This is an optimization exercise on Yosys and OpenROAD, whose aim is small area, a short achievable clock period and few clock cycles per item, not a production implementation. Where RTL was checked, it was by simulation tests only, not by an equivalence proof against the original. The RTL of runs 1 and 3 was laid out without a check of its function. Power is estimated from default activity; no workload was simulated.

==> design.v <==
module processor(
input   clk,
input   ld_a,
input   [3:0] c,         
input   [31:0] b_rdata,
output  [31:0] b_wdata
    );
reg [31:0] w1;
always @(posedge clk) if (ld_a) w1 <= b_rdata;
wire [63:0] p = {b_rdata, w1};
wire [6:0] a0 = p[6:0],   a1 = p[13:7],  a2 = p[20:14], a3 = p[27:21];
wire [6:0] b0 = p[34:28], b1 = p[41:35], b2 = p[48:42], b3 = p[55:49];
wire [4:0] op = p[60:56];
wire is_add = op[0], is_sub = op[1], is_mul = op[2], is_tra = op[3], is_det = op[4];
wire l3 = c[0], l0 = c[1], l1 = c[2], l2 = c[3];
reg tra_r;    
reg det_r;    
reg det0;     
reg sa;       
reg sd;       
always @(posedge clk) begin
    tra_r <= b_rdata[27];
    det_r <= b_rdata[28];
    det0  <= c[0] & b_rdata[28];
    sa    <= c[0] | c[1];
    sd    <= c[0] | c[2];
end
wire [6:0] ma = sa ? a0 : a2;
wire [6:0] mb = sa ? a1 : a3;
wire [6:0] max3 = ma + {ma[5:0], 1'b0};
wire [6:0] mbx3 = mb + {mb[5:0], 1'b0};
wire [6:0] na2 = 7'd0 - a2;
wire [6:0] da = det0 ? a3 : (sd ? b0 : b1);
wire [6:0] db = det0 ? na2 : (sd ? b2 : b3);
wire pa0_1 = (da[0] & ~da[1]);
wire pa0_2 = ~da[0] & da[1];
wire pa0_3 = da[0] & da[1];
wire pa0_r0 = (pa0_1 & ma[0]) | (pa0_3 & max3[0]);
wire pa0_r1 = (pa0_1 & ma[1]) | (pa0_2 & ma[0]) | (pa0_3 & max3[1]);
wire pa0_r2 = (pa0_1 & ma[2]) | (pa0_2 & ma[1]) | (pa0_3 & max3[2]);
wire pa0_r3 = (pa0_1 & ma[3]) | (pa0_2 & ma[2]) | (pa0_3 & max3[3]);
wire pa0_r4 = (pa0_1 & ma[4]) | (pa0_2 & ma[3]) | (pa0_3 & max3[4]);
wire pa0_r5 = (pa0_1 & ma[5]) | (pa0_2 & ma[4]) | (pa0_3 & max3[5]);
wire pa0_r6 = (pa0_1 & ma[6]) | (pa0_2 & ma[5]) | (pa0_3 & max3[6]);
wire pa1_1 = (da[2] & ~da[3]);
wire pa1_2 = ~da[2] & da[3];
wire pa1_3 = da[2] & da[3];
wire pa1_r2 = (pa1_1 & ma[0]) | (pa1_3 & max3[0]);
wire pa1_r3 = (pa1_1 & ma[1]) | (pa1_2 & ma[0]) | (pa1_3 & max3[1]);
wire pa1_r4 = (pa1_1 & ma[2]) | (pa1_2 & ma[1]) | (pa1_3 & max3[2]);
wire pa1_r5 = (pa1_1 & ma[3]) | (pa1_2 & ma[2]) | (pa1_3 & max3[3]);
wire pa1_r6 = (pa1_1 & ma[4]) | (pa1_2 & ma[3]) | (pa1_3 & max3[4]);
wire pa2_1 = (da[4] & ~da[5]);
wire pa2_2 = ~da[4] & da[5];
wire pa2_3 = da[4] & da[5];
wire pa2_r4 = (pa2_1 & ma[0]) | (pa2_3 & max3[0]);
wire pa2_r5 = (pa2_1 & ma[1]) | (pa2_2 & ma[0]) | (pa2_3 & max3[1]);
wire pa2_r6 = (pa2_1 & ma[2]) | (pa2_2 & ma[1]) | (pa2_3 & max3[2]);
wire pa3_1 = (da[6] & ~1'b0);
wire pa3_2 = ~da[6] & 1'b0;
wire pa3_3 = da[6] & 1'b0;
wire pa3_r6 = (pa3_1 & ma[0]) | (pa3_3 & max3[0]);
wire pb0_1 = (db[0] & ~db[1]);
wire pb0_2 = ~db[0] & db[1];
wire pb0_3 = db[0] & db[1];
wire pb0_r0 = (pb0_1 & mb[0]) | (pb0_3 & mbx3[0]);
wire pb0_r1 = (pb0_1 & mb[1]) | (pb0_2 & mb[0]) | (pb0_3 & mbx3[1]);
wire pb0_r2 = (pb0_1 & mb[2]) | (pb0_2 & mb[1]) | (pb0_3 & mbx3[2]);
wire pb0_r3 = (pb0_1 & mb[3]) | (pb0_2 & mb[2]) | (pb0_3 & mbx3[3]);
wire pb0_r4 = (pb0_1 & mb[4]) | (pb0_2 & mb[3]) | (pb0_3 & mbx3[4]);
wire pb0_r5 = (pb0_1 & mb[5]) | (pb0_2 & mb[4]) | (pb0_3 & mbx3[5]);
wire pb0_r6 = (pb0_1 & mb[6]) | (pb0_2 & mb[5]) | (pb0_3 & mbx3[6]);
wire pb1_1 = (db[2] & ~db[3]);
wire pb1_2 = ~db[2] & db[3];
wire pb1_3 = db[2] & db[3];
wire pb1_r2 = (pb1_1 & mb[0]) | (pb1_3 & mbx3[0]);
wire pb1_r3 = (pb1_1 & mb[1]) | (pb1_2 & mb[0]) | (pb1_3 & mbx3[1]);
wire pb1_r4 = (pb1_1 & mb[2]) | (pb1_2 & mb[1]) | (pb1_3 & mbx3[2]);
wire pb1_r5 = (pb1_1 & mb[3]) | (pb1_2 & mb[2]) | (pb1_3 & mbx3[3]);
wire pb1_r6 = (pb1_1 & mb[4]) | (pb1_2 & mb[3]) | (pb1_3 & mbx3[4]);
wire pb2_1 = (db[4] & ~db[5]);
wire pb2_2 = ~db[4] & db[5];
wire pb2_3 = db[4] & db[5];
wire pb2_r4 = (pb2_1 & mb[0]) | (pb2_3 & mbx3[0]);
wire pb2_r5 = (pb2_1 & mb[1]) | (pb2_2 & mb[0]) | (pb2_3 & mbx3[1]);
wire pb2_r6 = (pb2_1 & mb[2]) | (pb2_2 & mb[1]) | (pb2_3 & mbx3[2]);
wire pb3_1 = (db[6] & ~1'b0);
wire pb3_2 = ~db[6] & 1'b0;
wire pb3_3 = db[6] & 1'b0;
wire pb3_r6 = (pb3_1 & mb[0]) | (pb3_3 & mbx3[0]);
wire t_s1;
wire t_c2;
wire t_s3;
wire t_c4;
wire t_s5;
wire t_c6;
wire t_s7;
wire t_c8;
wire t_s9;
wire t_c10;
wire t_s11;
wire t_c12;
wire t_s13;
wire t_s14;
assign t_s1 = pa0_r2 ^ pa1_r2 ^ pb0_r2;
assign t_c2 = (pa0_r2 & pa1_r2) | (pa0_r2 & pb0_r2) | (pa1_r2 & pb0_r2);
assign t_s3 = pa0_r3 ^ pa1_r3 ^ pb0_r3;
assign t_c4 = (pa0_r3 & pa1_r3) | (pa0_r3 & pb0_r3) | (pa1_r3 & pb0_r3);
assign t_s5 = pa0_r4 ^ pa1_r4 ^ pa2_r4;
assign t_c6 = (pa0_r4 & pa1_r4) | (pa0_r4 & pa2_r4) | (pa1_r4 & pa2_r4);
assign t_s7 = pb0_r4 ^ pb1_r4 ^ pb2_r4;
assign t_c8 = (pb0_r4 & pb1_r4) | (pb0_r4 & pb2_r4) | (pb1_r4 & pb2_r4);
assign t_s9 = pa0_r5 ^ pa1_r5 ^ pa2_r5;
assign t_c10 = (pa0_r5 & pa1_r5) | (pa0_r5 & pa2_r5) | (pa1_r5 & pa2_r5);
assign t_s11 = pb0_r5 ^ pb1_r5 ^ pb2_r5;
assign t_c12 = (pb0_r5 & pb1_r5) | (pb0_r5 & pb2_r5) | (pb1_r5 & pb2_r5);
assign t_s13 = pa0_r6 ^ pa1_r6 ^ pa2_r6;
assign t_s14 = pa3_r6 ^ pb0_r6 ^ pb1_r6;
reg [21:0] s1;
reg s1_det;
always @(posedge clk) begin
    s1 <= {t_s14, t_s13, t_c12, t_c10, pb3_r6, pb2_r6, t_s11, t_s9, t_c8, t_c6, t_s7, t_s5, t_c4, t_s3, t_c2, pb1_r3, t_s1, pb1_r2, pb0_r1, pa0_r1, pb0_r0, pa0_r0};
    s1_det <= det0;
end
wire u_s1;
wire u_s2;
wire u_c3;
wire u_s4;
wire u_s5;
wire u_c6;
wire u_s7;
wire u_c8;
wire u_s9;
wire u_c10;
wire u_s11;
assign u_s1 = s1[16] ^ s1[17] ^ s1[18];
assign u_s2 = s1[12] ^ s1[13];
assign u_c3 = s1[12] & s1[13];
assign u_s4 = s1[19] ^ s1[20] ^ s1[21];
assign u_s5 = s1[6] ^ s1[7];
assign u_c6 = s1[6] & s1[7];
assign u_s7 = s1[9] ^ s1[10] ^ s1[11];
assign u_c8 = (s1[9] & s1[10]) | (s1[9] & s1[11]) | (s1[10] & s1[11]);
assign u_s9 = s1[14] ^ s1[15] ^ u_s2;
assign u_c10 = (s1[14] & s1[15]) | (s1[14] & u_s2) | (s1[15] & u_s2);
assign u_s11 = u_s1 ^ u_c3 ^ u_s4;
wire [6:0] ra = {u_c10, u_c8, u_c6, s1[8], s1[4], s1[2], s1[0]};
wire [6:0] rb = {u_s11, u_s9, u_s7, u_s5, s1[5], s1[3], s1[1]};
wire [6:0] r = ra + rb;
reg [27:0] res;
wire [6:0] f0 = a0 + (b0 ^ {7{is_sub}}) + {6'd0, is_sub};
wire [6:0] f1 = a1 + (b1 ^ {7{is_sub}}) + {6'd0, is_sub};
wire [6:0] f2 = a2 + (b2 ^ {7{is_sub}}) + {6'd0, is_sub};
wire [6:0] f3 = a3 + (b3 ^ {7{is_sub}}) + {6'd0, is_sub};
always @(posedge clk)
    if (c[0]) res <= {f2, f1, f0, f3};
    else      res <= {r[6] & ~s1_det, r[5:0], res[27:7]};
wire [31:0] w_all = {4'd0, res[6:0], res[27:21], res[20:14], res[13:7]};
wire [31:0] w_det = {26'd0, res[26:21]};
wire [31:0] w_tra = {4'd0, a3, a1, a2, a0};
assign b_wdata = tra_r ? w_tra : (det_r ? w_det : w_all);
endmodule
module controller(
input clk,
input rst,                
input  [31:0] b_rdata,
output [31:0] addr,
output [3:0] we,
output en,
output ld_a,
output [3:0] c
    );
reg f, r1, r2, c0, c1, c2, c3, c4, wr;
reg k0, k1, k2;            
wire kd = ~(k0 | k1 | k2);
always @(posedge clk or negedge rst) begin
    if (!rst) begin
        f  <= 1'b1;
        r1 <= 1'b0;
        r2 <= 1'b0;
        c0 <= 1'b0;
        c1 <= 1'b0;
        c2 <= 1'b0;
        c3 <= 1'b0;
        c4 <= 1'b0;
        wr <= 1'b0;
        k0 <= 1'b1;
        k1 <= 1'b0;
        k2 <= 1'b0;
    end else begin
        f  <= (f & kd) | (r1 & ~b_rdata[31]) | wr;
        r1 <= f & ~kd;
        r2 <= r1 & b_rdata[31];
        c0 <= r2;
        c1 <= c0 & ~(b_rdata[24] | b_rdata[25] | b_rdata[27]);
        c2 <= c1;
        c3 <= c2 & ~b_rdata[28];
        c4 <= c3;
        wr <= c4 | (c0 & (b_rdata[24] | b_rdata[25] | b_rdata[27])) | (c2 & b_rdata[28]);
        if (wr) begin
            k0 <= 1'b0;
            k1 <= k0;
            k2 <= k1;
        end
    end
end
wire [3:0] widx;
assign widx[0] = (r1 & (k0 | k2)) | ((r2 | wr) & k1);
assign widx[1] = (r1 & k2) | (r2 & k0) | (wr & (k0 | k1));
assign widx[2] = (r1 & (k1 | k2)) | (r2 & k1) | (wr & k2);
assign widx[3] = (r2 & k2) | wr;
assign en   = (f & ~kd) | r1 | r2 | wr;
assign we   = {4{wr}};
assign addr = {26'd0, widx, 2'b00};
assign ld_a = r2;
assign c    = {c3, c2, c1, c0};
endmodule
module top(
input clk,
input rst,
input  [31:0] b_rdata,
output [31:0] b_wdata,
output [31:0] addr,
output [3:0] we,
output en,
output rstout
    );
wire       ld_a;
wire [3:0] c;
assign rstout = ~rst;
processor po(
        .clk(clk),
        .ld_a(ld_a),
        .c(c),
        .b_rdata(b_rdata),
        .b_wdata(b_wdata)
    );
controller co(
        .clk(clk),
        .rst(rst),
        .b_rdata(b_rdata),
        .addr(addr),
        .we(we),
        .en(en),
        .ld_a(ld_a),
        .c(c)
    );
endmodule
==> flow/run.sh <==
#!/bin/bash
set -e
export BUFFER_PORTS_ARGS="-buffer_cell sky130_fd_sc_hd__buf_1"
export SKIP_REPAIR_TIE_FANOUT=1
export CTS_ARGS="-sink_clustering_enable -repair_clock_nets -dont_use_dummy_load -sink_clustering_size 40 -sink_clustering_max_diameter 80 -buf_list {sky130_fd_sc_hd__clkbuf_4 sky130_fd_sc_hd__clkbuf_8}"
bash standard.sh > standard.log 2>&1
==> standard.sh <==
#!/bin/bash
# synth_recipe.tcl (not shown) runs the flow's synth.tcl, then flattens the netlist and writes it again
# the make line also repeats each setting of config.mk as NAME=value (left out here)
make -C /OpenROAD-flow-scripts/flow DESIGN_CONFIG=/design/flow/config.mk WORK_HOME=/design/flow/orfs CLKGATE_MAP_FILE= SYNTH_SCRIPT=/design/flow/synth_recipe.tcl "${@:-finish}"
==> config.mk <==
export PLATFORM = sky130hd
export DESIGN_NAME = top
export DESIGN_NICKNAME = top
export VERILOG_FILES = /design/flow/design.v
export SDC_FILE = /design/flow/constraint.sdc
export NUM_CORES = 4
export LEC_CHECK = 0
export CAP_MARGIN = 20
export CORE_MARGIN = 2
export CORE_UTILIZATION = 40
export SETUP_SLACK_MARGIN = 3.1
export SLEW_MARGIN = 20
==> constraint.sdc <==
create_clock -name core_clock -period 6.0 [get_ports {clk}]
set_input_delay 1.2000 -clock core_clock [delete_from_list [all_inputs] [get_ports {clk}]]
set_output_delay 1.2000 -clock core_clock [all_outputs]
set_load 0.01 [all_outputs]
==> results of run 1 <==
[routing by layer]
metal	global-route usage, %	vias to the layer above	routed length (um)
met5	0	-	0
met4	6.77	0	437
met3	5.31	32	1460
met2	34.1	201	8870
met1	26.4	2663	8120
li1	-	2540	-
[cell families (layout without fill, tap and decap cells)]
family,Yosys count,count (layout),synth area share (%)
XOR/XNOR,67,67,8.53
adder cells (fa/ha/maj),54,54,11.5
AO/OA/AOI/OAI,168,168,16.3
AND/OR/NAND/NOR,156,156,11.2
buffers and inverters,112,153,8.73
flip-flops,100,100,34.7
multiplexers,55,55,9.02
other,1,1,0.0545
[per-stage QoR]
| step | util [%] | total power (uW) | setup slack (ns) | hold WS (ns) |
|---|---|---|---|---|
| after floorplan | - | 1130 | 2.90 | 0.326 |
| after global placement | 42.2 | 1230 | 2.37 | 0.341 |
| after detailed placement | 42.2 | 1250 | 2.23 | 0.347 |
| after CTS | 44.4 | 1600 | 3.06 | 0.373 |
| after global routing | 45.5 | 1670 | 3.01 | 0.380 |
| final | 45.5 | 1590 | 3.12 | 0.371 |
[power by group]
group | internal [uW] | switching, uW
Sequential | 780 | 52.6
Clock | 135 | 213
Combinational | 181 | 227
Total | 1100 | 492
[final cells by class]
type	instances	area [sq um]	share of cell area, %
well taps	220	275	3.62
inverters	47	176	2.32
multi-input cells	501	4110	54.1
clock buffers	9	124	1.63
repair buffers	97	514	6.77
flip-flops and latches	100	2400	31.5
[repair_timing]
item	4_1_cts	5_1_grt
pin swaps	2	6
setup buffers	11	11
hold buffers	0	0
setup endpoints to repair	46	36
resized for setup	37	33
[placed cells by master (no fill, tap or decap), drive strengths merged, types with 5 or more instances in the layout]
| cell type | instances |
|---|---|
| nand3b | 6 |
| nand2 | 49 |
| a21o | 8 |
| or4b | 5 |
| nor2b | 9 |
| dfxtp | 56 |
| nor2 | 50 |
| nand2b | 11 |
| mux2 | 17 |
| xor2 | 33 |
| o21ai | 43 |
| o22ai | 17 |
| ha | 39 |
| mux2i | 38 |
| inv | 47 |
| a22o | 21 |
| buf | 92 |
| fa | 15 |
| nand3 | 8 |
| o211ai | 5 |
| dfrtp | 10 |
| o21a | 9 |
| clkbuf | 14 |
| o21bai | 5 |
| a21oi | 32 |
| xnor2 | 34 |
| edfxtp | 32 |
[worst max-delay path, delay by kind of cell (launching register included)]
kind	cells	cell delay, ns
adder cells (fa/ha/maj)	3	1.14
AO/OA/AOI/OAI	5	0.79
flip-flops	1	0.41
buffers and inverters	2	0.26
AND/OR/NAND/NOR	1	0.09
XOR/XNOR	1	0.07
[path summary, 6_finish.rpt]
check | start | to | slack [ns] | cells past startpoint
setup / recovery | po.sa | po.s1[14] | 3.12 | 12
hold / removal | co.c3 | co.c4 | 0.37 | 0
setup reg to reg | po.sa | po.s1[14] | 3.12 | 12
hold reg to reg | co.c3 | co.c4 | 0.37 | 0
max in group asynchronous | rst | co.k0 | 5.08 | 1
min in group asynchronous | rst | co.wr | 0.64 | 1
==> results.ini, run 1 <==
[synth]
synthTopCellsByCount=dfxtp_1, nand2_1, nor2_1
yosysMostFrequentCell=dfxtp_1
yosysWarnings=2
netlist_area_sq_um=6880
yosys-top-cells-area=dfxtp_1, edfxtp_1, ha_1, mux2i_1, fa_1
avgSynthCellArea_sq_um=9.65
synth_seq_cells=100
synth_cell_types=67
synth_top_cell_area_share_pct=16.3
yosys.area.top_type=dfxtp_1
synthCells=713
seq_area_frac_synth_pct=34.7
syn_nets=801
synthArstFlopShare_pct=12.0
synth-edff-count=32
yosys_most_used_dff=dfxtp_1

[job]
maxCapViolCount=0

[floorplan]
rows=47
die_x_um=135
pin_count=104
core-area_sq_um=16700
start_util_pct=41.2
fp.dieArea_sq_um=18300
die_height_um=135

[layout]
reg_top3=po.w1 x32, po.res x28, po.s1 x22
stdcell_area_sq_um=7600
regMostFlops=po.w1
syn2layout_area_growth_pct=10.5
drive_gt1_share_pct=16.2
fillers=1593
final_nets=844
largest_reg_flops=32
instances_no_fill=974
num_antenna_cells=0

[cts]
cts_tree=yes
htreeDepth=3
cts.sinks=100
clock_path_buffers=2
cts-root-buf=clkbuf_8
clock_latency_ns=0.40
numCtsBuffers=9
clkTransAtPathRegs_ns=0.11

[drt]
totalWireLength_um=18900
drc=0
wl_per_cell_um=19.4
drt_iter0_markers=348
antenna_left=0
num_vias=5436
first_pass_iters=4
vias_per_cell=5.58

[place]
post_dp_cell_area_sq_um=7050
portBuffers=71
hpwl_um=14500
post-place-cells=943
gp_congestion=0.930

[global_route]
grt_start_max_net_pins=38
gr-total-overflow=0
grt_usage_pct=20.6
grt_pass1_vias=5295
grt_pass1_wl_um=28400
antenna_found_initial=0

[status]
run_status=timing/DRC/antenna clean

[timing]
fin_tns_setup_ns=0
slew_headroom_pct=56.6
hold_viol=0
finalCritPeriodShare_pct=48.0
period_needed_ns=2.88
worst_pin_slew_ns=0.652
fmaxAchievable_mhz=347
rsz0062_at_grt=true
setup_viol_count_final=0
fin_skew_ns=0.0402
maxSlewViolCount=0

[worst_setup_path]
cp-end-kind=register
required_ns=6.31
crit_top_cell=fa_2
cpPeakStageDelay_ns=0.59
path_cells=buf_4 -> nand2_1 -> o21a_4 -> inv_2 -> ha_2 -> fa_2 -> a21o_1 -> a21oi_2 -> xnor2_1 -> o21ai_1 -> o22ai_2 -> fa_2
crit_path_start_kind=register
crit_type=register to register
worstPathArrival_ns=3.19
cp_max_fo=7
slowest_stage=fa_2

[pwr]
ir_worst_vdd_uv=216
p_per_area_nw_per_um2=209
p_leak_uw=0.00304

[worst_hold_path]
holdCritPathClass=register to register

==> inputs of run 2 (changes only) <==
--- a/design.v
+++ b/design.v
@@ -118,8 +118,6 @@
 assign t_s14 = pa3_r6 ^ pb0_r6 ^ pb1_r6;
 reg [21:0] s1;
-reg s1_det;
 always @(posedge clk) begin
     s1 <= {t_s14, t_s13, t_c12, t_c10, pb3_r6, pb2_r6, t_s11, t_s9, t_c8, t_c6, t_s7, t_s5, t_c4, t_s3, t_c2, pb1_r3, t_s1, pb1_r2, pb0_r1, pa0_r1, pb0_r0, pa0_r0};
-    s1_det <= det0;
 end
 wire u_s1;
@@ -155,5 +153,5 @@
 always @(posedge clk)
     if (c[0]) res <= {f2, f1, f0, f3};
-    else      res <= {r[6] & ~s1_det, r[5:0], res[27:7]};
+    else      res <= {r, res[27:7]};
 wire [31:0] w_all = {4'd0, res[6:0], res[27:21], res[20:14], res[13:7]};
 wire [31:0] w_det = {26'd0, res[26:21]};
==> run 2 against run 1 <==
Effect of this change: via count decreased by 3.8%; combinational power decreased by 3%; sequential power decreased by 0.5%; critical path type is now register to output pin; highest routed layer unchanged.
==> results.ini, run 2 <==
[status]
run_status=timing/DRC/antenna clean

[timing]
fin_skew_ns=0.0228
finalCritPeriodShare_pct=47.0
slew_headroom_pct=29.7
hold_viol=0
rsz0062_at_grt=true
worst_pin_slew_ns=1.05
period_needed_ns=2.82
setup_viol_count_final=0
maxSlewViolCount=0
fin_tns_setup_ns=0
fmaxAchievable_mhz=355

[layout]
multi_input_area_sq_um=4070
register_area_sq_um=2370
num_antenna_cells=0
syn2layout_area_growth_pct=10.6
drive_gt1_share_pct=13.6
regMostFlops=po.w1
largest_reg_flops=32
layout_commonest_cell=buf_1
reg_top3=po.w1 x32, po.res x28, po.s1 x22
mostFrequentLayoutCells=buf_1, nand2_1, dfxtp_1
instances_no_fill=986
fillers=1607
final_nets=856

[cts]
cts_hold_buf=0
htreeDepth=3
numCtsBuffers=9
cts-root-buf=clkbuf_8
cts.sinks=99
clkTransAtPathRegs_ns=0.09
cts_tree=yes
clock_latency_ns=0.38
clock_path_buffers=2

[place]
post-place-cells=951
hpwl_um=14200
gp_congestion=0.986
portBuffers=71

[job]
maxCapViolCount=0

[synth]
synthCells=722
yosys-top-cells-area=dfxtp_1, edfxtp_1, ha_1, mux2i_1, xnor2_1
avgSynthCellArea_sq_um=9.46
syn_nets=810
synth_top_cell_area_share_pct=16.1
synth_cell_types=66
yosysMostFrequentCell=nand2_1
synth-edff-count=32
yosys_most_used_dff=dfxtp_1
yosys.area.top_type=dfxtp_1
yosysWarnings=2
netlist_area_sq_um=6830
seq_area_frac_synth_pct=34.6
synthTopCellsByCount=nand2_1, dfxtp_1, o21ai_0
synthArstFlopShare_pct=12.1
synth_seq_cells=99

[drt]
first_pass_iters=4
antenna_left=0
drt_iter0_markers=353
wl_per_cell_um=19.0
drc=0
vias_per_cell=5.30
totalWireLength_um=18700
num_vias=5227

[worst_hold_path]
hold_depth=0
holdCritPathClass=register to register

[pwr]
p_leak_uw=0.00310
p_per_area_nw_per_um2=208
ir_worst_vdd_uv=107

[worst_setup_path]
crit_path_start_kind=register
rr_worst_depth=12
slowest_stage=dfrtp_2
path_cells=nor3_2 -> nor2b_1 -> or4_1 -> buf_1
cp-end-kind=output pin
cpPeakStageDelay_ns=0.43
worstPathArrival_ns=1.62
cp_max_fo=3
required_ns=4.80
crit_type=register to output pin

[global_route]
grt_pass1_wl_um=28500
grt_usage_pct=20.9
gr-total-overflow=0
grt_pass1_vias=5061
antenna_found_initial=0
grt_start_max_net_pins=52

[floorplan]
pin_count=104
die_x_um=135
start_util_pct=41.0
rows=47
core-area_sq_um=16600
fp.dieArea_sq_um=18100
die_height_um=135

## run 2: changes by cell type in the layout (fill, tap and decap cells not counted), sizes merged, moves of 5 or more
cell / change
or4b: -5
o21ai: +7
a22o: -15
xnor2: +6
a21oi: -5
mux2i: +7
nand2: +15
nor2: -12
o21a: -5
nand2b: +9
## run 2: stage by stage
step	hold slack (ns)	total power, uW	cell area [sq um]	worst slack [ns]	util [%]
floorplan	0.331	1120	6900	2.94	-
global placement	0.338	1220	7010	2.36	42.1
detailed placement	0.336	1230	7010	2.27	42.1
CTS	0.360	1580	7310	3.01	44.0
global route	0.369	1660	7550	3.06	45.4
finish	0.359	1570	7550	3.18	45.4
## run 2: path summary, 6_finish.rpt
path / startpoint / endpoint / slack [ns]
max in group asynchronous: rst / co.k0 / 5.11
worst min register to register: co.c3 / co.c4 / 0.36
worst max register to register: po.sa / po.s1[14] / 3.18
worst min-delay path: co.c3 / co.c4 / 0.36
worst max-delay path: co.k1 / en / 3.18
min in group asynchronous: rst / co.r2 / 0.66
## run 2: layout make-up
type,instances,share of cell area [%]
inverter,45,2.24
tap,220,3.65
sequential,99,31.4
timing repair buffer,101,7.22
multi-input combinational,512,53.8
clock buffer,9,1.64
## run 2: cells by family (layout without fill, tap and decap cells)
group | count (synthesis) | in the layout | synth area share (%)
simple gates | 164 | 164 | 11.6
fa+ha+maj | 54 | 54 | 11.5
compound gates | 164 | 164 | 15.6
buf+inv | 111 | 155 | 8.70
other cells | 1 | 1 | 0.0549
xor+xnor | 70 | 70 | 8.98
flops | 99 | 99 | 34.6
mux | 59 | 59 | 8.96
## run 2: routing by layer
layer  GRT usage, %  routed length (um)  vias up
met2           32.5                8470      187
met5              0                   0        -
met4           7.43                 425        0
met1           29.1                8500     2454
li1               -                   -     2559
met3           3.98                1300       27
## run 2: power breakdown
part	internal [uW]	switching, uW	total [uW]
clock network	135	211	346
registers	773	54.7	828
logic	178	217	395
## run 2: what timing repair did
action / 4_1_cts / 5_1_grt
resized for setup: 21 / 33
setup endpoints to repair: 57 / 24
cloned: 0 / 1
pin swaps: 2 / 2
setup buffers: 12 / 13
## run 2: worst max-delay path: cells and delay by family, from the launching register on
family                 cells  cell delay (ns)
buffers and inverters      1             0.15
DFF                        1             0.43
and+or+nand+nor            3             0.66
Testbench counts of run 2, summed over its fixed seeds: cycles 6,266, items 960.
==> inputs of run 3 (changes only) <==
--- a/design.v
+++ b/design.v
@@ -16,5 +16,4 @@
 reg tra_r;    
 reg det_r;    
-reg det0;     
 reg sa;       
 reg sd;       
@@ -22,5 +21,4 @@
     tra_r <= b_rdata[27];
     det_r <= b_rdata[28];
-    det0  <= c[0] & b_rdata[28];
     sa    <= c[0] | c[1];
     sd    <= c[0] | c[2];
@@ -30,7 +28,8 @@
 wire [6:0] max3 = ma + {ma[5:0], 1'b0};
 wire [6:0] mbx3 = mb + {mb[5:0], 1'b0};
-wire [6:0] na2 = 7'd0 - a2;
-wire [6:0] da = det0 ? a3 : (sd ? b0 : b1);
-wire [6:0] db = det0 ? na2 : (sd ? b2 : b3);
+wire dsel = c[0] & is_det;
+wire [6:0] na1 = 7'd0 - a1;
+wire [6:0] da = dsel ? na1 : (sd ? b0 : b1);
+wire [6:0] db = dsel ? a0 : (sd ? b2 : b3);
 wire pa0_1 = (da[0] & ~da[1]);
 wire pa0_2 = ~da[0] & da[1];
@@ -192,8 +191,8 @@
         c0 <= r2;
         c1 <= c0 & ~(b_rdata[24] | b_rdata[25] | b_rdata[27]);
-        c2 <= c1;
-        c3 <= c2 & ~b_rdata[28];
+        c2 <= c1 & ~b_rdata[28];
+        c3 <= c2;
         c4 <= c3;
-        wr <= c4 | (c0 & (b_rdata[24] | b_rdata[25] | b_rdata[27])) | (c2 & b_rdata[28]);
+        wr <= c4 | (c0 & (b_rdata[24] | b_rdata[25] | b_rdata[27])) | (c1 & b_rdata[28]);
         if (wr) begin
             k0 <= 1'b0;
==> run 3 against run 2 <==
Effect of this change: register-to-register slack got worse by 0.07 ns; highest routed layer unchanged; clock power up 2%; still clean on timing, DRC and antenna; wire length up 1.4%; critical path type is now input pin to register; critical path depth is 4 higher.
==> results.ini, run 3 <==
[worst_setup_path]
slowest_stage=fa_1
cp_max_fo=14
cp-end-kind=register
worstPathArrival_ns=3.18
required_ns=6.25
path_cells=buf_1 -> and2_4 -> buf_4 -> nor2_1 -> a31o_2 -> mux2i_1 -> o21ai_0 -> fa_1
crit_path_start_kind=input pin
cpPeakStageDelay_ns=0.48
crit_type=input pin to register

[synth]
synth-edff-count=32
yosys.area.top_type=dfxtp_1
synthArstFlopShare_pct=12.2
synth_cell_types=51
synth_mux_area_share_pct=10.7
synth_xor_area_share_pct=10.1
netlist_area_sq_um=6650
yosys_most_used_dff=dfxtp_1
yosysWarnings=2
synthAdderAreaFrac_pct=11.9
synth_seq_cells=98
synthCells=698
avgSynthCellArea_sq_um=9.52
seq_area_frac_synth_pct=35.3
synth_top_cell_area_share_pct=16.3
synthTopCellsByCount=dfxtp_1, nand2_1, inv_1
yosysMostFrequentCell=dfxtp_1
synth_top_family_by_area=compound AO/OA/AOI/OAI gates
yosys-top-cells-area=dfxtp_1, edfxtp_1, ha_1, mux2i_1, xnor2_1
synth-simple-area-share_pct=9.26
synth_compound_area_share_pct=14.3
syn_nets=786

[floorplan]
pin_count=104
start_util_pct=40.5
fp.dieArea_sq_um=17700
die_x_um=133
die_height_um=133
core-area_sq_um=16400
rows=47

[drt]
wl_per_cell_um=19.4
first_pass_iters=5
antenna_left=0
drt_iter0_markers=415
num_vias=5296
totalWireLength_um=19000
vias_per_cell=5.42
drc=0

[cts]
clock_path_buffers=2
clkTransAtPathRegs_ns=0.11
cts_tree=yes
cts-root-buf=clkbuf_8
clock_latency_ns=0.40
cts.sinks=98
cts_hold_buf=0
numCtsBuffers=9
htreeDepth=3

[job]
maxCapViolCount=0

[layout]
largest_reg_flops=32
regMostFlops=po.w1
stdcell_area_sq_um=7620
mostFrequentLayoutCells=buf_1, dfxtp_1, nand2_1
instances_no_fill=978
drive_gt1_share_pct=19.8
layout_commonest_cell=buf_1
num_antenna_cells=0
reg_top3=po.w1 x32, po.res x28, po.s1 x22
final_nets=848
syn2layout_area_growth_pct=14.7

[place]
gp_congestion=0.903
post-place-cells=930
hpwl_um=13800
portBuffers=71
post_dp_cell_area_sq_um=6930

[pwr]
p_per_area_nw_per_um2=205
power.switching_uw=489
internal_power_uw=1070
pwr-share-comb_pct=24.5
power.share.switching_pct=31.3
pwr-share-seq_pct=53.0
clockPowerShare_pct=22.5
ir_worst_vdd_uv=127
p_leak_uw=0.00308

[global_route]
grt_pass1_wl_um=29500
gr-total-overflow=0
antenna_found_initial=0
grt_usage_pct=21.9
grt_start_max_net_pins=52
grt_pass1_vias=5256

[timing]
worst_pin_slew_ns=0.501
fmaxAchievable_mhz=341
fin_skew_ns=0.0400
hold_viol=0
fin_tns_setup_ns=0
setup_viol_count_final=0
finalCritPeriodShare_pct=48.8
rsz0062_at_grt=true
timing.hold.ws_ns=0.375
slew_headroom_pct=65.6
maxSlewViolCount=0
period_needed_ns=2.93

[worst_hold_path]
holdCritPathClass=register to register

[status]
run_status=timing/DRC/antenna clean

-- run 3: changes by cell type in the layout (fill, tap and decap cells not counted), sizes merged, moves of 5 or more --
cell and delta:
buf +15, nand2 -15, a21oi +20, nor2b -5
mux2 +13, o22ai -8
-- run 3: routing by layer --
metal | global-route usage, % | up-vias | part of all wire, %
met4 | 9.80 | 0 | 3.7
met5 | 0 | - | 0
met2 | 34.4 | 210 | 45
li1 | - | 2484 | -
met3 | 5.13 | 54 | 7.5
met1 | 28.6 | 2548 | 43
-- run 3: what timing repair did --
action	in CTS	in global routing
pin swaps	1	17
gates resized for setup	27	49
setup endpoints to repair	62	32
setup buffers	13	26
-- run 3: worst paths after layout --
path                                   from  cells after the start   endpoint  slack (ns)
worst max-delay path            b_rdata[28]                      8  po.s1[14]        3.07
worst min-delay path                  co.c3                      0      co.c4        0.38
worst max register to register     po.w1[8]                      7  po.s1[14]        3.11
worst min register to register        co.c3                      0      co.c4        0.38
max in group asynchronous               rst                      1      co.k0        5.12
min in group asynchronous               rst                      1      co.k1        0.64
-- run 3: critical path: cells and delay by family --
kind            cells  cell delay [ns]
buf+inv             2             0.41
mux                 1             0.13
simple gates        2             0.38
compound gates      2             0.58
fa+ha+maj           1             0.48
-- run 3: area by class of cell --
cell class	count	area [sq um]
Inverter	48	183
Multi-Input combinational cell	490	4050
Fill cell	1521	8780
Clock buffer	9	124
Sequential cell	98	2360
Timing Repair Buffer	113	634
Tap cell	220	275
-- run 3: power by group through the flow --
stage | combinational [uW] | clock (uW) | sequential [uW]
3_5_place_dp | 372 | 0 | 837
6_report | 383 | 352 | 827
5_1_grt | 427 | 383 | 830
2_1_floorplan | 294 | 0 | 804
4_1_cts | 378 | 361 | 823
3_3_place_gp | 363 | 0 | 837
-- run 3: logic make-up (layout without fill, tap and decap cells) --
kind of cell	count (synthesis)	after routing
buf+inv	110	170
flops	98	98
fa+ha+maj	54	54
other cells	1	1
compound gates	157	157
mux	68	68
simple gates	133	133
xor+xnor	77	77
-- run 3: stage by stage --
step / power [uW] / util [%] / setup WS [ns]
4_1_cts: 1560 / 44.2 / 2.95
6_report: 1560 / 46.5 / 3.07
3_3_place_gp: 1200 / 42.2 / 2.17
3_5_place_dp: 1210 / 42.2 / 2.06
5_1_grt: 1640 / 46.5 / 3.03
2_1_floorplan: 1100 / - / 3.01
==> inputs of run 4 (changes only) <==
--- a/design.v
+++ b/design.v
@@ -28,8 +28,7 @@
 wire [6:0] max3 = ma + {ma[5:0], 1'b0};
 wire [6:0] mbx3 = mb + {mb[5:0], 1'b0};
-wire dsel = c[0] & is_det;
 wire [6:0] na1 = 7'd0 - a1;
-wire [6:0] da = dsel ? na1 : (sd ? b0 : b1);
-wire [6:0] db = dsel ? a0 : (sd ? b2 : b3);
+wire [6:0] da = sd ? b0 : (is_det ? na1 : b1);
+wire [6:0] db = sd ? b2 : (is_det ? a0 : b3);
 wire pa0_1 = (da[0] & ~da[1]);
 wire pa0_2 = ~da[0] & da[1];
==> run 4 against run 3 <==
Effect of this change: worst setup slack improved by 0.055 ns; sequential share of layout area increased by 0.23 points; die area about the same; final cell count decreased by 1.1%; combinational power increased by 7.3%; sequential power about the same; sequential cell count unchanged; synthesized cell count decreased by 1.9%; total power increased by 1.4%; fmax increased by 1.9%.
==> results.ini, run 4 <==
[cts]
cts-root-buf=clkbuf_8
clkTransAtPathRegs_ns=0.09
cts.sinks=98
htreeDepth=3
clock_path_buffers=2
cts_hold_buf=0
numCtsBuffers=9
cts_tree=yes
clock_latency_ns=0.38

[pwr]
pwr-share-seq_pct=52.1
p_per_area_nw_per_um2=209
power.share.switching_pct=30.9
ir_worst_vdd_uv=110
power.switching_uw=489
clockPowerShare_pct=21.9
power_uw=1580
p_leak_uw=0.00312
internal_power_uw=1090
pwr-share-comb_pct=26.0

[layout]
layout_commonest_cell=buf_1
largest_reg_flops=32
fillers=1563
syn2layout_area_growth_pct=13.8
utilization_pct=46.1
regMostFlops=po.w1
reg_top3=po.w1 x32, po.res x28, po.s1 x22
drive_gt1_share_pct=18.1
num_antenna_cells=0
mostFrequentLayoutCells=buf_1, dfxtp_1, nand2_1
final_nets=837

[global_route]
antenna_found_initial=0
grt_usage_pct=21.1
use_met2_pct=34.1
grt_use_met3_pct=4.94
gr-total-overflow=0
use_met1_pct=28.5
grt_start_max_net_pins=39
grt_pass1_wl_um=28300
grt_pass1_vias=5077
top_usage_layer=met2

[synth]
yosys-top-cells-area=dfxtp_1, edfxtp_1, ha_1, mux2i_1, xnor2_1
yosysMostFrequentCell=dfxtp_1
netlist_area_sq_um=6650
yosysWarnings=2
synth-edff-count=32
synth_seq_cells=98
avgSynthCellArea_sq_um=9.71
synthCells=685
synthArstFlopShare_pct=12.2
synth_xor_area_share_pct=10.5
synthAdderAreaFrac_pct=11.9
synth_top_cell_area_share_pct=16.3
syn_nets=773
synth-simple-area-share_pct=8.75
synth_cell_types=50
synth_compound_area_share_pct=14.4
synth_top_family_by_area=compound AO/OA/AOI/OAI gates
synthTopCellsByCount=dfxtp_1, a21oi_1, nand2_1
synth_mux_area_share_pct=10.8
yosys_most_used_dff=dfxtp_1
seq_area_frac_synth_pct=35.3
yosys.area.top_type=dfxtp_1

[worst_setup_path]
critical_path_buf_inv_count=2
rr_worst_depth=10
required_ns=6.22
startpoint=b_rdata[28]
cp_max_fo=21
rrSetupSlack_ns=3.15
crit_type=input pin to register
slowest_stage=fa_1
cp-end-kind=register
r2r_start=po.w1[8]
path_delay_family=simple AND/OR/NAND/NOR gates
worstPathArrival_ns=3.10
crit_path_start_kind=input pin
path_cells=buf_1 -> buf_6 -> mux2i_1 -> nor2_1 -> a21oi_4 -> nand2b_2 -> o22ai_1 -> fa_1
cpPeakStageDelay_ns=0.49
cp-endpoint=po.s1[5]
cp_num_cells=8
reg2reg_to=po.s1[14]

[worst_hold_path]
hold_start=co.c3
holdCritPathClass=register to register

[drt]
vias_per_cell=5.34
first_pass_iters=5
drt_iter0_markers=348
drc=0
num_vias=5159
totalWireLength_um=18600
wl_per_cell_um=19.2
antenna_left=0

[floorplan]
fp.dieArea_sq_um=17700
pin_count=104
die_height_um=133
rows=47
core-area_sq_um=16400
die_x_um=133
start_util_pct=40.5

[timing]
slew_headroom_pct=64.2
fin_tns_setup_ns=0
layout_setup_ws_ns=3.13
timing.hold.ws_ns=0.355
maxSlewViolCount=0
finalCritPeriodShare_pct=47.9
setup_viol_count_final=0
fmaxAchievable_mhz=348
period_needed_ns=2.87
fin_skew_ns=0.0255
worst_pin_slew_ns=0.537
hold_viol=0
rsz0062_at_grt=true

[status]
run_status=timing/DRC/antenna clean

[place]
portBuffers=71
place_ws_ns=2.30
hpwl_um=13500
gp_congestion=0.907

[job]
maxCapViolCount=0

==> run 4: metrics by stage <==
step,area (sq um),std cells
after floorplan,6820,685
after global placement,6930,921
after detailed placement,6930,921
after CTS,7250,939
after global routing,7570,967
final,7570,967
==> run 4: routing by layer <==
metal	wire length [um]	vias to the layer above
met5	0	-
met4	362	0
met3	1270	25
met2	8760	179
met1	8160	2512
li1	-	2443
==> run 4: power by group through the flow <==
stage / Sequential (uW) / Clock (uW) / Combinational, uW
final: 825 / 347 / 411
after global routing: 832 / 382 / 458
after CTS: 823 / 358 / 402
after floorplan: 808 / 0 / 314
after detailed placement: 837 / 0 / 393
after global placement: 838 / 0 / 387
==> run 4: final cells by class <==
cell class,instances,area (sq um),share of cell area [%]
Multi-Input combinational cell,482,4000,52.8
Sequential cell,98,2360,31.2
Timing Repair Buffer,113,644,8.52
Tap cell,220,275,3.64
Inverter,45,169,2.23
Clock buffer,9,124,1.64
==> run 4: kinds of logic after synthesis <==
kind of cell	Yosys count
AOI/OAI and AO/OA	156
and+or+nand+nor	123
muxes	67
xor gates and xnor gates	80
DFF	98
adders and majority gates	54
buffers and inverters	106
other	1
==> run 4: timing repair <==
item	in CTS	in global routing
pin swaps	0	3
setup buffers	9	27
gates cloned	0	1
setup endpoints to repair	55	27
gates resized for setup	28	32
==> run 4: worst register-to-register path: stages (launching register included) <==
cell and delay [ns]:
edfxtp_1 0.50, buf_4 0.22, inv_1 0.11, ha_1 0.19
or3b_1 0.40, xor2_1 0.16, mux2_2 0.30, mux2i_4 0.17
nand3_1 0.09, o21ai_1 0.15, fa_1 0.45
==> run 4: how the worst min path moves through the flow <==
stage	end	slack, ns	depth (start not counted)
5_1_grt	co.c4	0.37	0
3_3_place_gp	co.c4	0.34	0
3_5_place_dp	co.c4	0.34	0
2_1_floorplan	co.c4	0.33	0
6_report	co.c4	0.35	0
4_1_cts	co.c4	0.36	0
Testbench counts of run 4, summed over its fixed seeds: cycles 6,067, items 960.
==> inputs of run 5 (changes only) <==
==> flow/run.sh (replaced) <==
#!/bin/bash
set -e
export BUFFER_PORTS_ARGS="-buffer_cell sky130_fd_sc_hd__buf_2"
export SKIP_REPAIR_TIE_FANOUT=1
export CTS_ARGS="-sink_clustering_enable -repair_clock_nets -dont_use_dummy_load -sink_clustering_size 40 -sink_clustering_max_diameter 80 -buf_list {sky130_fd_sc_hd__clkbuf_4 sky130_fd_sc_hd__clkbuf_8}"
bash standard.sh > standard.log 2>&1
==> run 5 against run 4 <==
Effect of this change: total power up 0.45%; still clean on timing, DRC and antenna; sequential share of layout area is 0.088 points lower; register-to-register slack improved by 0.04 ns; largest power group unchanged; largest cell class unchanged.
==> results.ini, run 5 <==
[synth]
synthTopCellsByCount=dfxtp_1, a21oi_1, nand2_1
yosysMostFrequentCell=dfxtp_1
yosys-top-cells-area=dfxtp_1, edfxtp_1, ha_1, mux2i_1, xnor2_1
synthCells=685
syn_nets=773
avgSynthCellArea_sq_um=9.71
synth_top_cell_area_share_pct=16.3
netlist_area_sq_um=6650
synth-edff-count=32
synthArstFlopShare_pct=12.2
yosys_most_used_dff=dfxtp_1
yosys.area.top_type=dfxtp_1
synth_seq_cells=98
synth_cell_types=50
yosysWarnings=2
seq_area_frac_synth_pct=35.3

[worst_setup_path]
crit_path_start_kind=register
reg2reg_to=po.s1[14]
startpoint=co.r2
cp-endpoint=en
required_ns=4.80
crit_type=register to output pin
slowest_stage=dfrtp_4
r2r_start=po.w1[8]
cpPeakStageDelay_ns=0.51
rr_worst_depth=10
rrSetupSlack_ns=3.19
worstPathArrival_ns=1.64
cp-end-kind=output pin
path_cells=buf_12 -> or4_1 -> buf_2
cp_max_fo=2

[pwr]
p_leak_uw=0.00331
p_per_area_nw_per_um2=210
ir_worst_vdd_uv=97.2

[floorplan]
die_height_um=133
pin_count=104
fp.dieArea_sq_um=17700
rows=47
start_util_pct=40.5
die_x_um=133
core-area_sq_um=16400

[timing]
rsz0062_at_grt=true
timing.hold.ws_ns=0.367
hold_viol=0
finalCritPeriodShare_pct=47.3
fin_skew_ns=0.0275
period_needed_ns=2.84
slew_headroom_pct=65.2
fin_tns_setup_ns=0
fmaxAchievable_mhz=353
setup_viol_count_final=0
worst_pin_slew_ns=0.508
maxSlewViolCount=0

[cts]
htreeDepth=3
numCtsBuffers=9
clock_path_buffers=2
clkTransAtPathRegs_ns=0.08
cts_hold_buf=0
cts-root-buf=clkbuf_8
cts_tree=yes
clock_latency_ns=0.38
cts.sinks=98

[place]
post_dp_cell_area_sq_um=7000
gp_congestion=0.923
portBuffers=71
hpwl_um=13600

[layout]
syn2layout_area_growth_pct=14.1
num_antenna_cells=0
layout_commonest_cell=buf_2
reg_top3=po.w1 x32, po.res x28, po.s1 x22
final_nets=830
largest_reg_flops=32
regMostFlops=po.w1
drive_gt1_share_pct=25.3
mostFrequentLayoutCells=buf_2, dfxtp_1, nand2_1
utilization_pct=46.2
stdcell_area_sq_um=7580

[drt]
first_pass_iters=6
drc=0
num_vias=5122
antenna_left=0
drt_iter0_markers=457
wl_per_cell_um=19.3
totalWireLength_um=18500
vias_per_cell=5.34

[global_route]
antenna_found_initial=0
grt_pass1_vias=5016
grt_pass1_wl_um=28500
grt_start_max_net_pins=52
gr-total-overflow=0
grt_usage_pct=21.3

[job]
maxCapViolCount=0

[worst_hold_path]
holdCritPathClass=register to register
hold_depth=0

[status]
run_status=timing/DRC/antenna clean

==> run 5: cell counts after synthesis <==
Identical to the previous run, type by type.
==> run 5: worst min-delay path by stage <==
stage	from	end	slack [ns]
floorplan	co.c3	co.c4	0.33
global placement	co.c3	co.c4	0.34
CTS	co.c3	co.c4	0.37
finish	co.c3	co.c4	0.37
global route	co.c3	co.c4	0.39
detailed placement	co.c3	co.c4	0.35
==> run 5: cell type report <==
type                            count  area, sq um
Clock buffer                        9          124
Fill cell                        1576         8820
Tap cell                          220          275
Timing Repair Buffer              107          716
Inverter                           45          169
Multi-Input combinational cell    481         3940
Sequential cell                    98         2360
==> run 5: per-layer routing <==
layer / vias up / routed length [um] / global-route usage [%]
met1: 2492 / 8100 / 29.0
met5: - / 0 / 0
met4: 0 / 497 / 7.95
li1: 2415 / - / -
met3: 34 / 1110 / 3.41
met2: 181 / 8780 / 34.3
==> run 5: what timing repair did <==
item | CTS | global route
resized for setup | 21 | 25
setup buffers | 10 | 21
setup endpoints to repair | 57 | 27
pin swaps | 1 | 1
gates cloned | 1 | 0
==> run 5: worst max-delay path: cells and delay by family, from the launching register on <==
kind | cells | cell delay (ns)
flip-flops | 1 | 0.51
buffers and inverters | 2 | 0.29
AND/OR/NAND/NOR | 1 | 0.46
==> run 5: power breakdown <==
group	switching (uW)	internal, uW	total [uW]
clock	214	135	349
combinational	223	197	419
sequential	56.2	766	822
total	493	1100	1590
==> run 5: per-stage QoR <==
step	power, uW	instances	worst slack, ns
2_1_floorplan	1120	685	3.01
3_3_place_gp	1240	919	2.41
3_5_place_dp	1240	919	2.35
4_1_cts	1600	939	3.06
5_1_grt	1680	960	3.05
6_report	1590	960	3.16
==> run 5: cell families (layout without fill, tap and decap cells) <==
kind of cell             count (synthesis)  count (layout)  share of synthesized area [%]
XOR/XNOR                                80              80                           10.5
buffers and inverters                  106             161                           8.37
adder cells (fa/ha/maj)                 54              54                           11.9
AO/OA/AOI/OAI                          156             156                           14.4
flip-flops                              98              98                           35.3
multiplexers                            67              67                           10.8
other                                    1               1                         0.0564
AND/OR/NAND/NOR                        123             123                           8.75

## what the ideal ports hide
Ports are ideal in the flow. The routed layouts listed here were re-timed in OpenROAD. Step 1, drivers: a clkbuf_16 drives clk and a buf_2 each remaining input, both assumed. Step 2, shift: input delay + t, output delay - t, t = (earliest + latest rising clock arrival at the registers) / 2. This alone moves slack from input paths to output paths. Slacks: no drivers / after step 1 / after step 2; pairs: no drivers / after step 1.
run	t (ns)	setup slack, ns	pins driven straight from the clock port
run 1	0.419	3.119 / 3.100 / 2.711	1
run 2	0.409	3.179 / 3.142 / 2.767	1
run 3	0.414	3.072 / 3.088 / 2.674	1
run 4	0.402	3.126 / 3.115 / 2.733	1
run 5	0.409	3.164 / 3.123 / 2.824	1
After both steps setup and hold are still met in every run listed. For run 2, which loses most, drivers alone change the setup slack by -0.037 ns; drivers and shift together by -0.412 ns.
